What follows belongs to an exercise in optimizing a design on an open flow for small area, a short achievable clock period and few clock cycles; a production flow would make more cautious choices.
In this exercise RTL edits were held to simulation tests only and were not proved equivalent to the original.

## flow/design.v (module list and top-level ports; edited modules follow where they fit)
// module mod_mult_m_23: 3369 lines
// module mm_fa: 4 lines
// module mm_bpp: 3 lines
// module mm_ha: 4 lines
module mod_mult_m_23 (
  input  wire        clk,
  input  wire        rst,
  input  wire        in_valid,
  input  wire [22:0] input_data0,
  input  wire [22:0] input_data1,
  output wire        out_valid,
  output reg  [22:0] output_data
);
  // ...
==> flow/flow/run.sh <==
#!/bin/bash
# Own flow: the standard synthesis, then every combinational cell set to its
# smallest drive strength (timing repair upsizes where the margin needs it), then
# the standard layout with port buffers of the smallest buffer cell.
set -euo pipefail
bash standard.sh synth > synth.log 2>&1
R=orfs/results/sky130hd/mod_mult_m_23/base
cp $R/1_2_yosys.v 1_2_yosys.orig.v
python3 flow/downsize.py $R/1_2_yosys.v $FLOW_HOME/platforms/sky130hd/lib/sky130_fd_sc_hd__tt_025C_1v80.lib > downsize.log 2>&1
rm -f $R/1_synth.odb $R/1_synth.sdc
bash standard.sh "BUFFER_PORTS_ARGS=-buffer_cell sky130_fd_sc_hd__buf_1" finish > layout.log 2>&1
==> flow/flow/downsize.py <==
#!/usr/bin/env python3
"""Set every combinational cell of the synthesized netlist to its smallest drive
strength (same function and pins); timing repair later upsizes where needed.
Flip-flops and other sequential cells are left as synthesis made them.
usage: downsize.py NETLIST LIBERTY"""
import re, sys
net, lib = sys.argv[1], sys.argv[2]
lt = open(lib).read()
cells = set(re.findall(r'cell\s*\(\s*"?(sky130_fd_sc_hd__\w+?)"?\s*\)', lt))
seq = set(m for m in cells if re.search(r'__(df|dl|sdf|edf|sdl|lpflow|clk|probe|conb|tap|fill|decap|diode)', m))
txt = open(net).read()
count = {}
def repl(m):
    base, drv = m.group(1), m.group(2)
    full = base + '_' + drv
    if full in seq or base + '_1' in seq:
        return m.group(0)
    for small in ('0', '1'):
        cand = base + '_' + small
        if cand in cells and cand != full and int(small) < int(drv):
            count[full + '->' + cand] = count.get(full + '->' + cand, 0) + 1
            return cand + m.group(3)
    return m.group(0)
txt2 = re.sub(r'\b(sky130_fd_sc_hd__[a-z0-9]+?)_(\d+)(\s+[\\\w])', repl, txt)
open(net, 'w').write(txt2)
for k, v in sorted(count.items()):
    print(v, k)
==> flow/standard.sh <==
#!/bin/bash
# synth_recipe.tcl (not shown) runs the flow's synth.tcl, then flattens the netlist and writes it again
# the make line also repeats each setting of config.mk as NAME=value (left out here)
make -C /OpenROAD-flow-scripts/flow DESIGN_CONFIG=/design/flow/config.mk WORK_HOME=/design/flow/orfs CLKGATE_MAP_FILE= SYNTH_SCRIPT=/design/flow/synth_recipe.tcl "${@:-finish}"
==> flow/config.mk <==
export PLATFORM = sky130hd
export DESIGN_NAME = mod_mult_m_23
export DESIGN_NICKNAME = mod_mult_m_23
export VERILOG_FILES = /design/flow/design.v
export SDC_FILE = /design/flow/constraint.sdc
export NUM_CORES = 4
export LEC_CHECK = 0
export CAP_MARGIN = 20
export CORE_MARGIN = 2
export CORE_UTILIZATION = 50
export SETUP_SLACK_MARGIN = 4.4
export SLEW_MARGIN = 20
export SYNTH_HIERARCHICAL = 1
==> flow/constraint.sdc <==
create_clock -name core_clock -period 7.5 [get_ports {clk}]
set_input_delay 1.5000 -clock core_clock [delete_from_list [all_inputs] [get_ports {clk}]]
set_output_delay 1.5000 -clock core_clock [all_outputs]
set_load 0.01 [all_outputs]
==> insert_results.sql, run 1 <==
INSERT INTO impl_metrics (metric_group, metric, value, unit) VALUES
('floorplan', 'core_footprint', '41900', 'µm²'),
('clocking', 'ctsLongestPathBuffers', '3', ''),
('grt', 'overflow_after_grt', '0', ''),
('grt', 'grt_pass1_wl', '93300', 'µm'),
('floorplan', 'die_x', '210', 'µm'),
('worst_setup_path', 'timing.critical_path.from', 'y1915', ''),
('worst_setup_path', 'worstPathArrival', '3.57', 'ns'),
('worst_setup_path', 'crit-reg2reg-launch', 'y1915', ''),
('floorplan', 'floorplan.initialDensity', '50.5', '%'),
('outcome', 'status', 'no timing/DRC/antenna violations', ''),
('final_layout', 'area_growth_syn_to_fin', '12.8', '%'),
('final_layout', 'buffers', '110', ''),
('final_layout', 'final_net_count', '2411', ''),
('place', 'detailed_place_hpwl', '43400', 'µm'),
('sta', 'max_slew.worst_pin.slew', '0.618', 'ns'),
('worst_setup_path', 'cpLargestDelayFamily', 'compound AO/OA/AOI/OAI gates', ''),
('worst_setup_path', 'path_buf_inv', '2', ''),
('yosys', 'syn-num-nets', '2278', ''),
('yosys', 'syn_inst', '1754', ''),
('detailed_routing', 'post_drt_via_cell_ratio', '5.90', ''),
('worst_hold_path', 'hp-start', 'valid_pipe[0]', ''),
('worst_setup_path', 'setup.worst_path.class', 'reg -> reg', ''),
('worst_setup_path', 'path_cells', 'ha_4 > fa_2 > a211oi_2 > o211ai_1 > a21oi_2 > buf_6 > o22ai_4 > a211oi_2 > xnor2_2 > buf_4 > ha_4 > or2_4 > nor2_4 > a21oi_2 > a2bb2oi_2', ''),
('floorplan', 'design.die.area', '44000', 'µm²'),
('worst_hold_path', 'worst_hold_path.num_cells', '0', ''),
('place', 'portBuffers', '72', ''),
('worst_setup_path', 'worstSetupPathDepth', '15', ''),
('sta', 'report.final.setup_viol', '0', '');
Testbench counts, summed over its fixed seeds: cycles 24,040.
==> run 2: changes to the inputs <==
--- a/flow/config.mk
+++ b/flow/config.mk
@@ -9,5 +9,5 @@
 export CORE_MARGIN = 2
 export CORE_UTILIZATION = 50
-export SETUP_SLACK_MARGIN = 4.4
+export SETUP_SLACK_MARGIN = 4.6
 export SLEW_MARGIN = 20
 export SYNTH_HIERARCHICAL = 1
==> run 2 against run 1 <==
  * Still clean
  * Design area increased by 7.3%
  * Via count increased by 7.3%
  * Sequential share of layout area decreased by 1.4 points
  * Flip-flop and latch count unchanged
  * Setup slack got worse by 0.011 ns
  * Largest cell class unchanged
==> insert_results.sql, run 2 <==
INSERT INTO impl_metrics (metric_group, metric, value, unit) VALUES
('outcome', 'status', 'no timing/DRC/antenna violations', ''),
('sta', 'final-hold-violation-count', '0', ''),
('worst_setup_path', 'path_buf_inv', '1', ''),
('place', 'gpl.final_weighted_congestion', '0.927', ''),
('grt', 'grt_pass1_wl', '99400', 'µm'),
('grt', 'number_of_global_route_vias_before_repair', '16100', ''),
('worst_setup_path', 'critical_path.slowest_cell', 'sky130_fd_sc_hd__or3_4', ''),
('worst_setup_path', 'cpLargestDelayFamily', 'compound AO/OA/AOI/OAI gates', ''),
('final_layout', 'storage_cell_area', '5910', 'µm²'),
('final_layout', 'mostFrequentLayoutCells', 'sky130_fd_sc_hd__fa_1 (335), sky130_fd_sc_hd__xnor2_1 (281), sky130_fd_sc_hd__dfxtp_1 (221)', ''),
('worst_setup_path', 'dominant_cell_type_by_count_on_the_critical_path', 'sky130_fd_sc_hd__a211oi_2', ''),
('place', 'post-place-ws', '3.97', 'ns'),
('detailed_routing', 'drt.antenna.violating_nets', '0', ''),
('floorplan', 'die_height', '210', 'µm'),
('final_layout', 'post_route_cells_drive_above_1_share', '16.6', '%'),
('worst_hold_path', 'hp-class', 'reg -> reg', ''),
('floorplan', 'die_x', '210', 'µm'),
('detailed_routing', 'drtIter0Drc', '1852', ''),
('clocking', 'cts_tree', 'yes', ''),
('worst_setup_path', 'delay_of_the_slowest_critical_path_stage', '0.41', 'ns'),
('sta', 'setup_tns', '0', 'ns'),
('place', 'portBuffers', '72', ''),
('yosys', 'syn-mean-instance-area', '12.1', 'µm²'),
('sta', 'skew', '0.0245', 'ns'),
('worst_setup_path', 'worstSetupPathDepth', '12', ''),
('sta', 'grt_setup_unrepaired', 'yes', ''),
('worst_setup_path', 'path_cells', 'ha_4 > fa_2 > a211oi_2 > o211ai_1 > a21oi_2 > o22ai_4 > a211oi_2 > xnor2_2 > inv_2 > ha_2 > or3_4 > mux2_4', ''),
('sta', 'timing.fmax', '318', 'MHz'),
('floorplan', 'core_footprint', '41900', 'µm²'),
('sta', 'max_slew.worst_pin.slew', '0.565', 'ns'),
('clocking', 'cts.clk_slew.worst_paths', '0.06', 'ns'),
('yosys', 'syn_inst', '1754', ''),
('worst_setup_path', 'timing.critical_path.required', '7.92', 'ns'),
('grt', 'grt_max_degree', '30', ''),
('clocking', 'cts_made_buffers', '36', ''),
('yosys', 'yosys_warnings', '7', ''),
('final_layout', 'layout_commonest_cell', 'sky130_fd_sc_hd__fa_1', ''),
('final_layout', 'final_util', '61.2', '%'),
('clocking', 'clkLatencyLatePin', '0.55', 'ns'),
('yosys', 'syn-num-nets', '2278', ''),
('worst_setup_path', 'setup.worst_path.class', 'reg -> reg', ''),
('detailed_routing', 'post_drt_via_cell_ratio', '6.10', ''),
('detailed_routing', 'routed_wire_length_per_instance', '27.9', 'µm'),
('clocking', 'cts_sinks', '284', ''),
('final_layout', 'n_fill_cell', '3373', ''),
('final_layout', 'biggestRegsByFlops', 'a_r x23, output_data x23, valid_pipe x5', ''),
('place', 'detailed_place_hpwl', '43000', 'µm'),
('sta', 'setup_ws', '4.36', 'ns'),
('floorplan', 'design.portCount', '73', ''),
('clocking', 'htreeDepth', '2', ''),
('sta', 'timing.max_slew.rel_slack', '62.0', '%'),
('worst_hold_path', 'worst_hold_path.num_cells', '0', ''),
('final_layout', 'area_growth_syn_to_fin', '21.0', '%'),
('floorplan', 'design.die.area', '44000', 'µm²'),
('detailed_routing', 'wirelength', '71100', 'µm'),
('worst_setup_path', 'worst_setup_path_end_kind', 'flip-flop', ''),
('worst_setup_path', 'crit_path_start_kind', 'flip-flop', ''),
('yosys', 'synth_area', '21200', 'µm²'),
('detailed_routing', 'via_count', '15500', ''),
('detailed_routing', 'dr.pass1.iters', '6', ''),
('clocking', 'cts-root-buf', 'sky130_fd_sc_hd__clkbuf_16', ''),
('job', 'max-cap-violations', '0', ''),
('detailed_routing', 'dr_drc_count', '0', ''),
('sta', 'post-route-min-period', '3.14', 'ns'),
('grt', 'globalRouteTotalUtil', '30.7', '%'),
('clocking', 'post_cts_hold_buffer_count', '0', ''),
('worst_setup_path', 'path_max_fanout', '5', ''),
('grt', 'overflow_after_grt', '0', ''),
('final_layout', 'final_net_count', '2502', ''),
('sta', 'report.final.setup_viol', '0', ''),
('worst_setup_path', 'worstPathArrival', '3.56', 'ns'),
('final_layout', 'multi_input_area', '15300', 'µm²'),
('floorplan', 'fp-row-count', '75', ''),
('sta', 'drv_slew', '0', ''),
('clocking', 'ctsLongestPathBuffers', '3', ''),
('floorplan', 'floorplan.initialDensity', '50.5', '%'),
('sta', 'final_min_period_over_clock_period', '41.9', '%'),
('worst_setup_path', 'worstRegToRegCells', '12', ''),
('grt', 'antenna_violations_before_repair', '1', '');
[run 2: layout make-up]
cell class | count | area share, %
multi-input combinational | 1312 | 59.9
sequential | 284 | 23.1
timing repair buffer | 196 | 7.51
clock buffer | 51 | 4.18
tap | 539 | 2.63
inverter | 148 | 2.17
clock inverter | 13 | 0.543
antenna | 2 | 0.0196
[run 2: final timing paths]
kind,startpoint,end,slack (ns)
worst min register to register,valid_pipe[1],valid_pipe[2],0.35
worst min-delay path,valid_pipe[1],valid_pipe[2],0.35
max in group asynchronous,rst,valid_pipe[4],6.49
worst max register to register,y1914,k2167,4.36
min in group asynchronous,rst,valid_pipe[3],0.80
worst max-delay path,y1914,k2167,4.36
[run 2: what timing repair did]
action	CTS	global route
gates cloned	0	3
setup buffers	57	51
setup endpoints to repair	90	52
pin swaps	8	64
gates resized for setup	80	111
[run 2: through the flow]
stage                     std cells  cell area, µm²  hold WS [ns]
final                          2545           25600         0.349
after global routing           2543           25600         0.352
after CTS                      2489           24400         0.351
after detailed placement       2368           22300         0.339
after global placement         2368           22300         0.337
after floorplan                1754           21300         0.331
[run 2: per-layer routing]
| layer | part of all wire [%] | GRT usage [%] | vias up |
|---|---|---|---|
| li1 | - | - | 6457 |
| met1 | 36 | 37.2 | 7779 |
| met2 | 48 | 52.7 | 998 |
| met3 | 10 | 6.54 | 283 |
| met4 | 6.4 | 14.0 | 0 |
| met5 | 0 | 0 | - |
[run 2: worst reg2reg max path, stage by stage (launching register included)]
cell	delay (ns)
sky130_fd_sc_hd__dfxtp_2	0.32
sky130_fd_sc_hd__ha_4	0.15
sky130_fd_sc_hd__fa_2	0.36
sky130_fd_sc_hd__a211oi_2	0.20
sky130_fd_sc_hd__o211ai_1	0.18
sky130_fd_sc_hd__a21oi_2	0.29
sky130_fd_sc_hd__o22ai_4	0.14
sky130_fd_sc_hd__a211oi_2	0.27
sky130_fd_sc_hd__xnor2_2	0.18
sky130_fd_sc_hd__inv_2	0.08
sky130_fd_sc_hd__ha_2	0.18
sky130_fd_sc_hd__or3_4	0.41
sky130_fd_sc_hd__mux2_4	0.27
==> run 3: changes to the inputs <==
--- a/flow/config.mk
+++ b/flow/config.mk
@@ -9,5 +9,5 @@
 export CORE_MARGIN = 2
 export CORE_UTILIZATION = 50
-export SETUP_SLACK_MARGIN = 4.6
+export SETUP_SLACK_MARGIN = 4.2
 export SLEW_MARGIN = 20
 export SYNTH_HIERARCHICAL = 1
==> run 3 against run 2 <==
  * Design area decreased by 7.0%
  * Via count decreased by 7.0%
  * Synthesized cell count unchanged
  * Maximum frequency decreased by 2.1%
  * Count of clock-buffer cells in the layout decreased by 10
  * Flip-flop and latch count unchanged
  * Utilization decreased by 4.3 points
==> insert_results.sql, run 3 <==
INSERT INTO impl_metrics (metric_group, metric, value, unit) VALUES
('detailed_routing', 'routed_wire_length_per_instance', '24.7', 'µm'),
('detailed_routing', 'dr_drc_count', '0', ''),
('detailed_routing', 'via_count', '14400', ''),
('place', 'gpl.final_weighted_congestion', '0.900', ''),
('yosys', 'syn_inst', '1754', ''),
('clocking', 'clkLatencyLatePin', '0.55', 'ns'),
('floorplan', 'die_x', '210', 'µm'),
('yosys', 'syn-num-nets', '2278', ''),
('place', 'portBuffers', '72', ''),
('yosys', 'syn-mean-instance-area', '12.1', 'µm²'),
('final_layout', 'layout_commonest_cell', 'sky130_fd_sc_hd__fa_1', ''),
('worst_setup_path', 'timing.critical_path.required', '7.92', 'ns'),
('clocking', 'ctsLongestPathBuffers', '3', ''),
('sta', 'timing.max_slew.rel_slack', '52.8', '%'),
('sta', 'skew', '0.0217', 'ns'),
('floorplan', 'design.portCount', '73', ''),
('sta', 'post-route-min-period', '3.21', 'ns'),
('final_layout', 'n_fill_cell', '3527', ''),
('worst_setup_path', 'path_cells', 'a22oi_1 > xnor2_1 > fa_1 > fa_1 > fa_1 > fa_1', ''),
('detailed_routing', 'drtIter0Drc', '1228', ''),
('final_layout', 'final_net_count', '2422', ''),
('grt', 'globalRouteTotalUtil', '28.5', '%'),
('worst_hold_path', 'hp-class', 'reg -> reg', ''),
('floorplan', 'design.die.area', '44000', 'µm²'),
('grt', 'antenna_violations_before_repair', '0', ''),
('sta', 'setup_ws', '4.29', 'ns'),
('floorplan', 'core_footprint', '41900', 'µm²'),
('worst_setup_path', 'critical_path.slowest_cell', 'sky130_fd_sc_hd__dfxtp_2', ''),
('final_layout', 'final_util', '56.9', '%'),
('final_layout', 'diodes', '0', ''),
('place', 'placed_cells', '2392', ''),
('place', 'detailed_place_hpwl', '43600', 'µm'),
('detailed_routing', 'post_drt_via_cell_ratio', '5.86', ''),
('clocking', 'cts_sinks', '284', ''),
('final_layout', 'mostFrequentLayoutCells', 'sky130_fd_sc_hd__fa_1 (359), sky130_fd_sc_hd__xnor2_1 (291), sky130_fd_sc_hd__dfxtp_1 (253)', ''),
('final_layout', 'number_of_standard_cells_in_the_final_layout_excluding_fillers', '2463', ''),
('worst_setup_path', 'path_max_fanout', '24', ''),
('sta', 'drv_slew', '0', ''),
('yosys', 'yosys_warnings', '7', ''),
('worst_setup_path', 'delay_of_the_slowest_critical_path_stage', '0.79', 'ns'),
('floorplan', 'fp-row-count', '75', ''),
('grt', 'grt_pass1_wl', '93600', 'µm'),
('clocking', 'cts_made_buffers', '35', ''),
('sta', 'report.final.setup_viol', '0', ''),
('job', 'max-cap-violations', '0', ''),
('worst_setup_path', 'crit_path_start_kind', 'flip-flop', ''),
('worst_setup_path', 'worstPathArrival', '3.63', 'ns'),
('sta', 'timing.fmax', '312', 'MHz'),
('detailed_routing', 'wirelength', '60900', 'µm'),
('sta', 'grt_setup_unrepaired', 'yes', ''),
('worst_setup_path', 'worst_setup_path_end_kind', 'flip-flop', ''),
('worst_setup_path', 'dominant_cell_type_by_count_on_the_critical_path', 'sky130_fd_sc_hd__fa_1', ''),
('floorplan', 'die_height', '210', 'µm'),
('sta', 'setup_tns', '0', 'ns'),
('detailed_routing', 'drt.antenna.violating_nets', '0', ''),
('worst_setup_path', 'regToRegSetupSlack', '4.29', 'ns'),
('final_layout', 'area_growth_syn_to_fin', '12.5', '%'),
('final_layout', 'post_route_cells_drive_above_1_share', '7.85', '%'),
('detailed_routing', 'dr.pass1.iters', '6', ''),
('sta', 'final-hold-violation-count', '0', ''),
('grt', 'grt_max_degree', '31', ''),
('outcome', 'status', 'no timing/DRC/antenna violations', ''),
('clocking', 'cts.clk_slew.worst_paths', '0.06', 'ns'),
('clocking', 'cts_tree', 'yes', ''),
('yosys', 'synth_area', '21200', 'µm²'),
('place', 'post-place-ws', '3.74', 'ns'),
('clocking', 'htreeDepth', '2', ''),
('final_layout', 'biggestRegsByFlops', 'a_r x23, output_data x23, valid_pipe x5', ''),
('clocking', 'cts-root-buf', 'sky130_fd_sc_hd__clkbuf_16', ''),
('sta', 'final_min_period_over_clock_period', '42.8', '%'),
('grt', 'overflow_after_grt', '0', ''),
('floorplan', 'floorplan.initialDensity', '50.5', '%'),
('sta', 'max_slew.worst_pin.slew', '0.708', 'ns'),
('worst_setup_path', 'setup.worst_path.class', 'reg -> reg', ''),
('grt', 'number_of_global_route_vias_before_repair', '15600', '');
[run 3: worst paths after layout]
path	startpoint	end	cells after the start
min reg2reg	valid_pipe[0]	valid_pipe[1]	0
min	valid_pipe[0]	valid_pipe[1]	0
min in group asynchronous	rst	valid_pipe[4]	1
max in group asynchronous	rst	valid_pipe[0]	1
max reg2reg	a_r[12]	m1346	6
max	a_r[12]	m1346	6
[run 3: per-layer routing]
metal	share of wire [%]	global-route usage [%]	wire [µm]	vias up
met5	0	0	0	-
met4	3.7	11.5	2280	0
met3	7.7	5.57	4710	150
met2	50	49.3	30400	671
met1	39	35.2	23500	7337
li1	-	-	-	6273
[run 3: final cells by class]
cell class / count / area, µm² / share of cell area (%)
clock inverters: 22 / 292 / 1.22
clock buffers: 41 / 950 / 3.99
inverters: 148 / 556 / 2.33
repair buffers: 117 / 612 / 2.57
flip-flops and latches: 284 / 5750 / 24.1
multi-input cells: 1312 / 15000 / 62.9
well taps: 539 / 674 / 2.83
[run 3: critical path, delay by kind of cell, from the launching register on]
| family | cells | cell delay, ns |
|---|---|---|
| DFF | 1 | 0.79 |
| adders and majority gates | 4 | 1.88 |
| AOI/OAI and AO/OA | 1 | 0.22 |
| xor gates and xnor gates | 1 | 0.19 |
[run 3: timing repair]
action,4_1_cts,5_1_grt
hold buffers,0,0
setup endpoints to repair,56,14
buffers inserted,2,6
gates resized for setup,32,17
pin swaps,4,11
[run 3: metrics by stage]
step	hold WS [ns]	area, µm²
after floorplan	0.331	21200
after global placement	0.334	22400
final	0.341	23800
after detailed placement	0.338	22400
after global routing	0.359	23800
after CTS	0.345	23700

[separate check: timing with driven ports]
How much do the figures lean on ideal ports? The routed layouts below were timed once more, with nothing changed but the port constraints.
Step 1 assumes that a clkbuf_16 drives the clock port and a buf_2 every other input.
Step 2 also shifts input and output timing later by t, the mid clock arrival at the registers, as if the neighbouring blocks saw the same clock.
Three values: ideal ports, drivers, drivers and shift; two values: the first two.
| run | t (ns) | slack for setup (ns) | latest minus earliest clock arrival (ns) |
|---|---|---|---|
| run 1 | 0.657 | 4.370 / 4.370 / 4.370 | 0.020 / 0.020 |
| run 2 | 0.601 | 4.360 / 4.360 / 4.360 | 0.026 / 0.027 |
| run 3 | 0.597 | 4.293 / 4.293 / 4.293 | 0.021 / 0.021 |
After both steps every run listed still meets setup and hold.
